Background: an optimization exercise with open tools, aiming at small area. Do not read the settings as production practice. Where RTL was checked, it was by simulation tests only, not by an equivalence proof against the original.

==> trial 15 <==
==> flow/design.v <==
`timescale 1ns / 1ps
module clk_divider(
	input clk_in,
	input rst,
	output tick
    );
reg q0, q1;
assign tick = q0 & ~q1;
always @(posedge clk_in)
begin
	if (rst == 1'b0) begin
		q0 <= 1'b0;
		q1 <= 1'b0;
	end
	else begin
		q0 <= ~q1;
		q1 <= q0;
	end
end
endmodule
`timescale 1ns / 1ps
module debouncer(
	input 		clk,
	input 		load,
	input 		hold,
	input 		noisy_in,
	output reg 	clean_out
    );
reg s0, s1, s2;
always @(posedge clk)
begin
	s0 <= (load & noisy_in) | (hold & s0);
	s1 <= (load & s0) | (hold & s1);
	s2 <= (load & s1) | (hold & s2);
	clean_out <= (load & s1 & ~s2) | (hold & clean_out);
end
endmodule
`timescale 1ns / 1ps
module ssd(
	input clk, reset,
	input [1:0] sd,    
	input [2:0] fd,    
	output a_out, b_out, c_out, d_out, e_out, f_out, g_out, p_out,
	output [7:0] an
);
reg [4:0] counter;
parameter SCAN = 24;    
reg [4:0] bcount;       
wire wrap = (SCAN == 24) ? (~counter[4] & counter[3] & ~counter[2] & counter[0]) : (bcount == SCAN);
reg blank;
reg [2:0] idx;
reg [1:0] xs;    
reg [2:0] xf;
always @(posedge clk) begin
	if (reset == 1'b0) begin
		counter <= 5'b11001;
		bcount <= 5'd31;
		blank <= 1'b1;
		idx <= 3'd7;
	end
	else begin
		counter <= {counter[3:0], counter[4] ^ counter[2] ^ wrap};
		bcount <= wrap ? 5'd0 : bcount + 5'd1;
		if (wrap) begin
			blank <= 1'b0;
			idx <= idx + 3'd1;
		end
	end
end
always @(posedge clk) begin
	xs <= sd;
	xf <= fd;
end
wire [7:0] dsel;    
assign dsel[0] = ~idx[2] & ~idx[1] & ~idx[0];
assign dsel[1] = ~idx[2] & ~idx[1] &  idx[0];
assign dsel[2] = ~idx[2] &  idx[1] & ~idx[0];
assign dsel[3] = ~idx[2] &  idx[1] &  idx[0];
assign dsel[4] =  idx[2] & ~idx[1] & ~idx[0];
assign dsel[5] =  idx[2] & ~idx[1] &  idx[0];
assign dsel[6] =  idx[2] &  idx[1] & ~idx[0];
assign dsel[7] =  idx[2] &  idx[1] &  idx[0];
assign an = ~(dsel & {8{~blank}});
reg [6:0] seg;  
wire up = xs[0], dn = xs[1];
always @* begin
	seg = 7'b1111111;
	if (!blank)
		case (idx)
			3'd0: case (xf)
				3'd0: seg = 7'b0000001;
				3'd1: seg = 7'b1001111;
				3'd2: seg = 7'b0010010;
				3'd3: seg = 7'b0000110;
				default: seg = 7'b1001100;
			endcase
			3'd2: seg = 7'b1110001;
			3'd3: seg = 7'b0111000;
			3'd4: seg = {~up, dn, up, up, up, ~up, 1'b0};
			3'd5: seg = {1'b1, 1'b0, 1'b0, ~up & ~dn, ~up & ~dn, ~up, ~dn};
			default: seg = 7'b1111111;
		endcase
end
assign {a_out, b_out, c_out, d_out, e_out, f_out, g_out} = seg;
assign p_out = 1'b1;
endmodule
`timescale 1ns / 1ps
module elevator(
	input clk, tick, rst, load, hold,
	input floor_0_p, floor_1_p, floor_2_p, floor_3_p, floor_4_p,
	input direction_1, direction_2, direction_3,
	input floor_0_d, floor_1_d, floor_2_d, floor_3_d, floor_4_d,
	output [4:0] led_inside,
	output [4:0] led_outside,
	output reg led_busy,
	output reg [1:0] sd,
	output reg [2:0] fd
);
reg [7:0] timer;
wire [7:0] timer_step = {timer[6:0], ~(timer[7] ^ timer[6] ^ timer[5] ^ timer[0])};
reg [2:0] F;
reg [2:0] W;
reg dir;
reg pt;              
reg [1:0] S;
reg [3:1] LI, LO;    
wire [4:0] fp = {floor_4_p, floor_3_p, floor_2_p, floor_1_p, floor_0_p};
wire [4:0] fc = {floor_4_d, floor_3_d, floor_2_d, floor_1_d, floor_0_d};
wire [3:1] dirs = {direction_3, direction_2, direction_1};
parameter LIMIT = 250;    
function [7:0] lfsr_after;
	input integer n;
	integer i;
	begin
		lfsr_after = 8'd0;
		for (i = 0; i < n; i = i + 1)
			lfsr_after = {lfsr_after[6:0], ~(lfsr_after[7] ^ lfsr_after[6] ^ lfsr_after[5] ^ lfsr_after[0])};
	end
endfunction
localparam [7:0] TEXP = lfsr_after(LIMIT);
wire expire = (LIMIT == 250) ? (~timer[7] & timer[6] & ~timer[5] & ~timer[4] & ~timer[2] & ~timer[1] & ~timer[0])
                             : (timer == TEXP);
wire moving = (W != 3'd7);
wire at_target = (F == W);
wire arrive_done = expire & moving & led_busy & at_target;    
wire step        = expire & moving & ~led_busy;               
wire [2:0] F1 = step ? (dir ? F + 3'd1 : F - 3'd1) : F;
wire [2:0] W1 = arrive_done ? 3'd7 : W;
wire [4:0] F1hot = 5'b1 << F1;
wire [4:0] lit = {1'b0, LO | LI, 1'b0};
wire stop = step & ((F1 == W) | (|(F1hot & lit)));
wire idle = (W == 3'd7) | arrive_done;
wire [4:0] Fhot = 5'b1 << F;
wire [4:0] pv = fp & ~Fhot;
wire [4:0] cv = fc & ~Fhot;
wire anyp = |pv;
wire anyc = |cv;
wire [4:0] pfirst = pv & ~{pv[3:0], 1'b0} & ~{pv[2:0], 2'b0} & ~{pv[1:0], 3'b0} & ~{pv[0], 4'b0};
wire [4:0] cfirst = cv & ~{cv[3:0], 1'b0} & ~{cv[2:0], 2'b0} & ~{cv[1:0], 3'b0} & ~{cv[0], 4'b0};
wire [4:0] thot = anyp ? pfirst : cfirst;
wire [2:0] tgt = {thot[4], thot[3] | thot[2], thot[3] | thot[1]};
wire newt = idle & (anyp | anyc);
wire [2:0] W2 = newt ? tgt : W1;
wire up = newt ? (tgt > F) : dir;
wire [2:0] Fq = newt ? F : F1;
reg [3:1] qp, qc;
integer k;
always @* begin
	for (k = 1; k <= 3; k = k + 1) begin
		qc[k] = ~idle | newt ? (up ? (Fq < k && W2 > k) : (Fq > k && W2 < k)) : 1'b0;
		qp[k] = ~idle | newt ? (up == dirs[k]) & (up ? (Fq < k && W2 > k) : (Fq > k && W2 < k)) : 1'b0;
	end
end
wire [3:1] clr = stop ? F1hot[3:1] : 3'b0;
wire [3:1] setlo = (newt & anyp ? pfirst[3:1] : 3'b0) | (fp[3:1] & qp);
wire [3:1] setli = (newt & ~anyp ? cfirst[3:1] : 3'b0) | (fc[3:1] & qc);
wire [7:0] timer_n = (expire | newt) ? 8'd0 : timer_step;
wire [1:0] S_n = moving ? (dir ? 2'b01 : 2'b10) : 2'b00;
wire B_n = stop | (led_busy & ~(expire & moving));
always @(posedge clk) begin
	timer <= ({8{load}} & timer_n) | ({8{hold}} & timer);
	F <= ({3{load}} & F1) | ({3{hold}} & F);
	W <= {3{~rst}} | ({3{load}} & W2) | ({3{hold}} & W);
	dir <= (load & (newt ? up : dir)) | (hold & dir);
	pt <= (load & (newt ? anyp : pt)) | (hold & pt);
	S <= ({2{load}} & S_n) | ({2{hold}} & S);
	led_busy <= (load & B_n) | (hold & led_busy);
	LI <= ({3{load}} & ((LI & ~clr) | setli)) | ({3{hold}} & LI);
	LO <= ({3{load}} & ((LO & ~clr) | setlo)) | ({3{hold}} & LO);
end
wire t0 = (W == 3'd0) & (F != 3'd0);
wire t4 = (W == 3'd4) & (F != 3'd4);
assign led_outside = {t4 & pt, LO, t0 & pt};
assign led_inside = {t4 & ~pt, LI, t0 & ~pt};
always @(posedge clk)
	if (tick) begin
		sd <= S;
		fd <= F;
	end
endmodule
`timescale 1ns / 1ps
module top_module(
    input clk,
    rst,
    floor_0_p,
    floor_1_p,
    floor_2_p,
    floor_3_p,
    floor_4_p,
    direction_1,
    direction_2,
    direction_3,
    floor_0_d,
    floor_1_d,
    floor_2_d,
    floor_3_d,
    floor_4_d,
    output led_inside_0,
    led_inside_1,
    led_inside_2,
    led_inside_3,
    led_inside_4,
    led_outside_0,
    led_outside_1,
    led_outside_2,
    led_outside_3,
    led_outside_4,
    led_busy,
    a_out,b_out,c_out,d_out,e_out,f_out,g_out,p_out,
    output [7:0] an
);
    wire tick;
    wire load = rst & tick;
    wire hold = rst & ~tick;
    wire p0, p1, p2, p3, p4;
    wire [4:0] li, lo;
    wire [1:0] sd;
    wire [2:0] fd;
    clk_divider divider(.clk_in(clk), .rst(rst), .tick(tick));
    debouncer pb0(.clk(clk), .load(load), .hold(hold), .noisy_in(floor_0_p), .clean_out(p0));
    debouncer pb1(.clk(clk), .load(load), .hold(hold), .noisy_in(floor_1_p), .clean_out(p1));
    debouncer pb2(.clk(clk), .load(load), .hold(hold), .noisy_in(floor_2_p), .clean_out(p2));
    debouncer pb3(.clk(clk), .load(load), .hold(hold), .noisy_in(floor_3_p), .clean_out(p3));
    debouncer pb4(.clk(clk), .load(load), .hold(hold), .noisy_in(floor_4_p), .clean_out(p4));
    elevator elev(
        .clk(clk), .tick(tick), .rst(rst), .load(load), .hold(hold),
        .floor_0_p(p0), .floor_1_p(p1), .floor_2_p(p2), .floor_3_p(p3), .floor_4_p(p4),
        .direction_1(direction_1), .direction_2(direction_2), .direction_3(direction_3),
        .floor_0_d(floor_0_d), .floor_1_d(floor_1_d), .floor_2_d(floor_2_d),
        .floor_3_d(floor_3_d), .floor_4_d(floor_4_d),
        .led_inside(li), .led_outside(lo), .led_busy(led_busy),
        .sd(sd), .fd(fd));
    assign {led_inside_4, led_inside_3, led_inside_2, led_inside_1, led_inside_0} = li;
    assign {led_outside_4, led_outside_3, led_outside_2, led_outside_1, led_outside_0} = lo;
    ssd seven_segment_display(.clk(clk), .reset(rst), .sd(sd), .fd(fd),
        .a_out(a_out), .b_out(b_out), .c_out(c_out), .d_out(d_out), .e_out(e_out),
        .f_out(f_out), .g_out(g_out), .p_out(p_out), .an(an));
endmodule
==> flow/flow/run.sh <==
#!/bin/bash
# Standard layout, with the port buffers made from the smallest buffer cell.
set -euo pipefail
export BUFFER_PORTS_ARGS="-buffer_cell sky130_fd_sc_hd__buf_1"
export RECOVER_POWER=100
bash standard.sh > standard.log 2>&1
==> flow/standard.sh <==
#!/bin/bash
# synth_recipe.tcl (not shown) runs the flow's synth.tcl, then flattens the netlist and writes it again
# the make line also repeats each setting of config.mk as NAME=value (left out here)
make -C /OpenROAD-flow-scripts/flow DESIGN_CONFIG=/design/flow/config.mk WORK_HOME=/design/flow/orfs CLKGATE_MAP_FILE= SYNTH_SCRIPT=/design/flow/synth_recipe.tcl "${@:-finish}"
==> flow/config.mk <==
export PLATFORM = sky130hd
export DESIGN_NAME = top_module
export DESIGN_NICKNAME = top_module
export VERILOG_FILES = /design/flow/design.v
export SDC_FILE = /design/flow/constraint.sdc
export NUM_CORES = 4
export LEC_CHECK = 0
export ABC_AREA = 1
export CAP_MARGIN = 20
export CORE_MARGIN = 2
export CORE_UTILIZATION = 60
export CTS_BUF_LIST = sky130_fd_sc_hd__clkbuf_4
export SLEW_MARGIN = 20
==> flow/constraint.sdc <==
create_clock -name core_clock -period 10.0 [get_ports {clk}]
set_input_delay 2.0000 -clock core_clock [delete_from_list [all_inputs] [get_ports {clk}]]
set_output_delay 2.0000 -clock core_clock [all_outputs]
set_load 0.01 [all_outputs]
==> trial 30 (differences from trial 15) <==
--- a/flow/design.v
+++ b/flow/design.v
@@ -2,10 +2,12 @@
 module clk_divider(
 	input clk_in,
 	input rst,
-	output tick
+	output tick,
+	output after_tick    
     );
 reg q0, q1;
 assign tick = q0 & ~q1;
+assign after_tick = q0 & q1;
 always @(posedge clk_in)
 begin
 	if (rst == 1'b0) begin
@@ -39,7 +41,7 @@
 module ssd(
 	input clk, reset,
 	input [1:0] sd,    
-	input [2:0] fd,    
+	input [2:0] xf,    
 	output a_out, b_out, c_out, d_out, e_out, f_out, g_out, p_out,
 	output [7:0] an
 );
@@ -50,7 +52,6 @@
 reg blank;
 reg [2:0] idx;
 reg [1:0] xs;    
-reg [2:0] xf;
 always @(posedge clk) begin
 	if (reset == 1'b0) begin
 		counter <= 5'b11001;
@@ -69,7 +70,6 @@
 end
 always @(posedge clk) begin
 	xs <= sd;
-	xf <= fd;
 end
 wire [7:0] dsel;    
 assign dsel[0] = ~idx[2] & ~idx[1] & ~idx[0];
@@ -81,32 +81,21 @@
 assign dsel[6] =  idx[2] &  idx[1] & ~idx[0];
 assign dsel[7] =  idx[2] &  idx[1] &  idx[0];
 assign an = ~(dsel & {8{~blank}});
-reg [6:0] seg;  
 wire up = xs[0], dn = xs[1];
-always @* begin
-	seg = 7'b1111111;
-	if (!blank)
-		case (idx)
-			3'd0: case (xf)
-				3'd0: seg = 7'b0000001;
-				3'd1: seg = 7'b1001111;
-				3'd2: seg = 7'b0010010;
-				3'd3: seg = 7'b0000110;
-				default: seg = 7'b1001100;
-			endcase
-			3'd2: seg = 7'b1110001;
-			3'd3: seg = 7'b0111000;
-			3'd4: seg = {~up, dn, up, up, up, ~up, 1'b0};
-			3'd5: seg = {1'b1, 1'b0, 1'b0, ~up & ~dn, ~up & ~dn, ~up, ~dn};
-			default: seg = 7'b1111111;
-		endcase
-end
+wire [6:0] seg_f = (xf == 3'd0) ? 7'b0000001 :
+                   (xf == 3'd1) ? 7'b1001111 :
+                   (xf == 3'd2) ? 7'b0010010 :
+                   (xf == 3'd3) ? 7'b0000110 : 7'b1001100;
+wire [6:0] seg_4 = {~up, dn, up, up, up, ~up, 1'b0};
+wire [6:0] seg_5 = {1'b1, 1'b0, 1'b0, ~up & ~dn, ~up & ~dn, ~up, ~dn};
+wire [6:0] seg = ~(({7{dsel[0]}} & ~seg_f) | ({7{dsel[2]}} & 7'b0001110) | ({7{dsel[3]}} & 7'b1000111) |
+                   ({7{dsel[4]}} & ~seg_4) | ({7{dsel[5]}} & ~seg_5)) | {7{blank}};
 assign {a_out, b_out, c_out, d_out, e_out, f_out, g_out} = seg;
 assign p_out = 1'b1;
 endmodule
 `timescale 1ns / 1ps
 module elevator(
-	input clk, tick, rst, load, hold,
+	input clk, tick, after_tick, rst, load, hold,
 	input floor_0_p, floor_1_p, floor_2_p, floor_3_p, floor_4_p,
 	input direction_1, direction_2, direction_3,
 	input floor_0_d, floor_1_d, floor_2_d, floor_3_d, floor_4_d,
@@ -114,14 +103,15 @@
 	output [4:0] led_outside,
 	output reg led_busy,
 	output reg [1:0] sd,
-	output reg [2:0] fd
+	output [2:0] dfloor
 );
 reg [7:0] timer;
 wire [7:0] timer_step = {timer[6:0], ~(timer[7] ^ timer[6] ^ timer[5] ^ timer[0])};
 reg [2:0] F;
 reg [2:0] W;
 reg dir;
-reg pt;              
+reg pt;
+reg stepped;              
 reg [1:0] S;
 reg [3:1] LI, LO;    
 wire [4:0] fp = {floor_4_p, floor_3_p, floor_2_p, floor_1_p, floor_0_p};
@@ -161,16 +151,17 @@
 wire [2:0] tgt = {thot[4], thot[3] | thot[2], thot[3] | thot[1]};
 wire newt = idle & (anyp | anyc);
 wire [2:0] W2 = newt ? tgt : W1;
-wire up = newt ? (tgt > F) : dir;
-wire [2:0] Fq = newt ? F : F1;
-reg [3:1] qp, qc;
+wire up = tgt > F;
+reg [3:1] bup, bdn;
 integer k;
 always @* begin
 	for (k = 1; k <= 3; k = k + 1) begin
-		qc[k] = ~idle | newt ? (up ? (Fq < k && W2 > k) : (Fq > k && W2 < k)) : 1'b0;
-		qp[k] = ~idle | newt ? (up == dirs[k]) & (up ? (Fq < k && W2 > k) : (Fq > k && W2 < k)) : 1'b0;
-	end
-end
+		bup[k] = (W2 != 3'd7) && F1 < k && W2 > k;
+		bdn[k] = F1 > k && W2 < k;
+	end
+end
+wire [3:1] qc = bup | bdn;
+wire [3:1] qp = (dirs & bup) | (~dirs & bdn);
 wire [3:1] clr = stop ? F1hot[3:1] : 3'b0;
 wire [3:1] setlo = (newt & anyp ? pfirst[3:1] : 3'b0) | (fp[3:1] & qp);
 wire [3:1] setli = (newt & ~anyp ? cfirst[3:1] : 3'b0) | (fc[3:1] & qc);
@@ -183,6 +174,7 @@
 	W <= {3{~rst}} | ({3{load}} & W2) | ({3{hold}} & W);
 	dir <= (load & (newt ? up : dir)) | (hold & dir);
 	pt <= (load & (newt ? anyp : pt)) | (hold & pt);
+	stepped <= (load & ((expire | newt) ? step : stepped)) | (hold & stepped);
 	S <= ({2{load}} & S_n) | ({2{hold}} & S);
 	led_busy <= (load & B_n) | (hold & led_busy);
 	LI <= ({3{load}} & ((LI & ~clr) | setli)) | ({3{hold}} & LI);
@@ -193,10 +185,10 @@
 assign led_outside = {t4 & pt, LO, t0 & pt};
 assign led_inside = {t4 & ~pt, LI, t0 & ~pt};
 always @(posedge clk)
-	if (tick) begin
+	if (tick)
 		sd <= S;
-		fd <= F;
-	end
+wire moved = stepped & ~|timer[7:1] & (~timer[0] | after_tick);    
+assign dfloor = moved ? (dir ? F - 3'd1 : F + 3'd1) : F;
 endmodule
 `timescale 1ns / 1ps
 module top_module(
@@ -235,24 +227,25 @@
     wire p0, p1, p2, p3, p4;
     wire [4:0] li, lo;
     wire [1:0] sd;
-    wire [2:0] fd;
-    clk_divider divider(.clk_in(clk), .rst(rst), .tick(tick));
+    wire [2:0] dfloor;
+    wire after_tick;
+    clk_divider divider(.clk_in(clk), .rst(rst), .tick(tick), .after_tick(after_tick));
     debouncer pb0(.clk(clk), .load(load), .hold(hold), .noisy_in(floor_0_p), .clean_out(p0));
     debouncer pb1(.clk(clk), .load(load), .hold(hold), .noisy_in(floor_1_p), .clean_out(p1));
     debouncer pb2(.clk(clk), .load(load), .hold(hold), .noisy_in(floor_2_p), .clean_out(p2));
     debouncer pb3(.clk(clk), .load(load), .hold(hold), .noisy_in(floor_3_p), .clean_out(p3));
     debouncer pb4(.clk(clk), .load(load), .hold(hold), .noisy_in(floor_4_p), .clean_out(p4));
     elevator elev(
-        .clk(clk), .tick(tick), .rst(rst), .load(load), .hold(hold),
+        .clk(clk), .tick(tick), .after_tick(after_tick), .rst(rst), .load(load), .hold(hold),
         .floor_0_p(p0), .floor_1_p(p1), .floor_2_p(p2), .floor_3_p(p3), .floor_4_p(p4),
         .direction_1(direction_1), .direction_2(direction_2), .direction_3(direction_3),
         .floor_0_d(floor_0_d), .floor_1_d(floor_1_d), .floor_2_d(floor_2_d),
         .floor_3_d(floor_3_d), .floor_4_d(floor_4_d),
         .led_inside(li), .led_outside(lo), .led_busy(led_busy),
-        .sd(sd), .fd(fd));
+        .sd(sd), .dfloor(dfloor));
     assign {led_inside_4, led_inside_3, led_inside_2, led_inside_1, led_inside_0} = li;
     assign {led_outside_4, led_outside_3, led_outside_2, led_outside_1, led_outside_0} = lo;
-    ssd seven_segment_display(.clk(clk), .reset(rst), .sd(sd), .fd(fd),
+    ssd seven_segment_display(.clk(clk), .reset(rst), .sd(sd), .xf(dfloor),
         .a_out(a_out), .b_out(b_out), .c_out(c_out), .d_out(d_out), .e_out(e_out),
         .f_out(f_out), .g_out(g_out), .p_out(p_out), .an(an));
 endmodule
==> flow/flow/run.sh (replaced) <==
#!/bin/bash
# The standard layout (bash standard.sh) with changes that only save cell
# area:
#  - synthesis is the standard flow's own (synth_recipe.tcl, unchanged), except that ABC
#    maps the logic with an area-oriented script (flow/area.abc: AIG
#    resynthesis with &deepsyn, then area mapping with &nf) instead of
#    ORFS's, which buffers and upsizes for a 10 ps clock, and that no half
#    or full adder cells are extracted before ABC (ADDER_MAP_FILE empty), so
#    ABC maps that logic too;
#  - the port buffers are the smallest buffer cell;
#  - the clock tree gets no dummy load cells at its leaves.
set -euo pipefail
here=$(pwd)
export AREA_ABC_SCRIPT="$here/flow/area.abc"
# synth_recipe.tcl with an abc wrapper after its first line (the synth wrapper)
{
  head -n 1 synth_recipe.tcl
  cat <<'TCL'
proc abc {args} {
  set i [lsearch -exact $args -script]
  if {$i >= 0 && [regexp {abc_(area|speed)\.script$} [lindex $args [expr {$i + 1}]]]} {
    set args [lreplace $args $i [expr {$i + 1}] -script $::env(AREA_ABC_SCRIPT)]
    puts "area ABC script: $::env(AREA_ABC_SCRIPT)"
  }
  yosys abc {*}$args
}
TCL
  tail -n +2 synth_recipe.tcl
} > area_synth.tcl
export BUFFER_PORTS_ARGS="-buffer_cell sky130_fd_sc_hd__buf_1"
export CTS_ARGS="-sink_clustering_enable -repair_clock_nets -dont_use_dummy_load -buf_list sky130_fd_sc_hd__clkbuf_4"
bash standard.sh SYNTH_SCRIPT="$here/area_synth.tcl" ADDER_MAP_FILE= finish > standard.log 2>&1
==> flow/flow/area.abc (new file) <==
strash
&get -n
&deepsyn -J 200 -T 900
&put
strash
&get -n
&st
&dch -f
&nf -a -R 1000
&put
topo
dnsize
==> build 40 (differences from trial 15) <==
--- a/flow/design.v
+++ b/flow/design.v
@@ -81,26 +81,15 @@
 assign dsel[6] =  idx[2] &  idx[1] & ~idx[0];
 assign dsel[7] =  idx[2] &  idx[1] &  idx[0];
 assign an = ~(dsel & {8{~blank}});
-reg [6:0] seg;  
 wire up = xs[0], dn = xs[1];
-always @* begin
-	seg = 7'b1111111;
-	if (!blank)
-		case (idx)
-			3'd0: case (xf)
-				3'd0: seg = 7'b0000001;
-				3'd1: seg = 7'b1001111;
-				3'd2: seg = 7'b0010010;
-				3'd3: seg = 7'b0000110;
-				default: seg = 7'b1001100;
-			endcase
-			3'd2: seg = 7'b1110001;
-			3'd3: seg = 7'b0111000;
-			3'd4: seg = {~up, dn, up, up, up, ~up, 1'b0};
-			3'd5: seg = {1'b1, 1'b0, 1'b0, ~up & ~dn, ~up & ~dn, ~up, ~dn};
-			default: seg = 7'b1111111;
-		endcase
-end
+wire [6:0] seg_f = (xf == 3'd0) ? 7'b0000001 :
+                   (xf == 3'd1) ? 7'b1001111 :
+                   (xf == 3'd2) ? 7'b0010010 :
+                   (xf == 3'd3) ? 7'b0000110 : 7'b1001100;
+wire [6:0] seg_4 = {~up, dn, up, up, up, ~up, 1'b0};
+wire [6:0] seg_5 = {1'b1, 1'b0, 1'b0, ~up & ~dn, ~up & ~dn, ~up, ~dn};
+wire [6:0] seg = ~(({7{dsel[0]}} & ~seg_f) | ({7{dsel[2]}} & 7'b0001110) | ({7{dsel[3]}} & 7'b1000111) |
+                   ({7{dsel[4]}} & ~seg_4) | ({7{dsel[5]}} & ~seg_5)) | {7{blank}};
 assign {a_out, b_out, c_out, d_out, e_out, f_out, g_out} = seg;
 assign p_out = 1'b1;
 endmodule
==> flow/flow/run.sh (replaced) <==
#!/bin/bash
# The standard layout (bash standard.sh) with three changes that only save
# cell area:
#  - synthesis is the standard flow's own (synth_recipe.tcl, unchanged), except that
#    ABC maps the logic with an area-oriented script (flow/area.abc)
#    instead of ORFS's, which buffers and upsizes for a 10 ps clock;
#  - the port buffers are the smallest buffer cell;
#  - the clock tree gets no dummy load cells at its leaves.
set -euo pipefail
here=$(pwd)
export AREA_ABC_SCRIPT="$here/flow/area.abc"
# synth_recipe.tcl with an abc wrapper after its first line (the synth wrapper)
{
  head -n 1 synth_recipe.tcl
  cat <<'TCL'
proc abc {args} {
  set i [lsearch -exact $args -script]
  if {$i >= 0 && [regexp {abc_(area|speed)\.script$} [lindex $args [expr {$i + 1}]]]} {
    set args [lreplace $args $i [expr {$i + 1}] -script $::env(AREA_ABC_SCRIPT)]
    puts "area ABC script: $::env(AREA_ABC_SCRIPT)"
  }
  yosys abc {*}$args
}
TCL
  tail -n +2 synth_recipe.tcl
} > area_synth.tcl
export BUFFER_PORTS_ARGS="-buffer_cell sky130_fd_sc_hd__buf_1"
export CTS_ARGS="-sink_clustering_enable -repair_clock_nets -dont_use_dummy_load -buf_list sky130_fd_sc_hd__clkbuf_4"
bash standard.sh SYNTH_SCRIPT="$here/area_synth.tcl" finish > standard.log 2>&1
==> flow/flow/area.abc (new file) <==
strash
dch
map -a
topo
dnsize
==> impl_metrics.py <==
metrics = {
    "final_layout": {
        "clkCellAreaFrac_pct": 4.88,
        "stdcell_count": 602,
        "final_common_cell": "nand2_1",
        "layout_common_cells": "nand2_1 (143), dfxtp_1 (61), inv_1 (51)",
    },
    "place": {
        "place_area_um2": 3690,
    },
    "run_status": {
        "status": "complete, no violations",
    },
    "power_and_ir_drop": {
        "power.leakage_nw": 1.73,
        "ir_drop_v": 0.000135,
        "p_comb_share_pct": 16.5,
    },
    "global_route": {
        "groute.layer.met3.usage_pct": 5.06,
    },
    "synth": {
        "synth_top_cells_by_count": "nand2_1 (141), dfxtp_1 (61), inv_1 (50)",
        "synth_top_family_by_area": "simple AND/OR/NAND/NOR gates",
    },
}
That was trial 15.
==> impl_metrics.py <==
metrics = {
    "final_layout": {
        "layout_common_cells": "clkinv_1 (75), nand2_1 (69), dfxtp_1 (61)",
        "clkCellAreaFrac_pct": 2.03,
        "nMultiInputCombCells": 259,
        "stdcell_count": 517,
    },
    "place": {
        "place_area_um2": 3270,
    },
    "synth": {
        "synth_top_cells_by_count": "clkinv_1 (75), nand2_1 (69), dfxtp_1 (61)",
    },
    "global_route": {
        "groute.layer.met3.usage_pct": 6.43,
    },
    "run_status": {
        "status": "complete, no violations",
    },
    "clock_tree": {
        "clk_latency_ps": 390,
    },
    "power_and_ir_drop": {
        "power.leakage_nw": 1.20,
        "p_comb_share_pct": 17.2,
        "ir_drop_v": 0.000115,
    },
    "detailed_routing": {
        "avgViaCountPerCell": 5.69,
    },
}
That was build 40.
==> impl_metrics.py <==
metrics = {
    "power_and_ir_drop": {
        "total_power_uw": 444,
        "p_comb_share_pct": 13.1,
        "ir_drop_v": 0.000129,
        "power.leakage_nw": 1.16,
    },
    "final_layout": {
        "final_common_cell": "nand2_1",
        "stdcell_count": 439,
        "clkCellAreaFrac_pct": 2.20,
        "layout_common_cells": "nand2_1 (67), dfxtp_1 (59), buf_1 (40)",
    },
    "global_route": {
        "groute.layer.met3.usage_pct": 6.94,
    },
    "synth": {
        "synth_top_family_by_area": "simple AND/OR/NAND/NOR gates",
    },
    "place": {
        "place_area_um2": 3010,
    },
    "run_status": {
        "status": "complete, no violations",
    },
}
That was trial 30.
Only the layout flow was run in trial 15; the RTL was not checked for function there.

port drivers added, routing unchanged:
The flow's constraints put no driver on any port. The routed layouts listed below were extracted and timed again, unchanged, in two steps. Step 1 assumes that a clkbuf_16 drives the clock port and a buf_2 every other input. Step 2 also shifts input and output timing later by t, the mid clock arrival at the registers, as if the neighbouring blocks saw the same clock. Slacks: ideal / step 1 / step 2; pairs: ideal / step 1.
| run | shift t [ns] | setup WS [ns] | latest minus earliest clock arrival (ns) |
|---|---|---|---|
| trial 15 | 0.432 | 5.564 / 5.573 / 5.140 | 0.021 / 0.021 |
| trial 30 | 0.411 | 5.084 / 5.059 / 5.470 | 0.023 / 0.023 |
| build 40 | 0.404 | 4.938 / 4.938 / 4.541 | 0.025 / 0.025 |
After both steps setup and hold are still met in every run listed. The setup slack of trial 15, which loses most, moves by +0.009 ns with the drivers and by -0.424 ns with both steps.
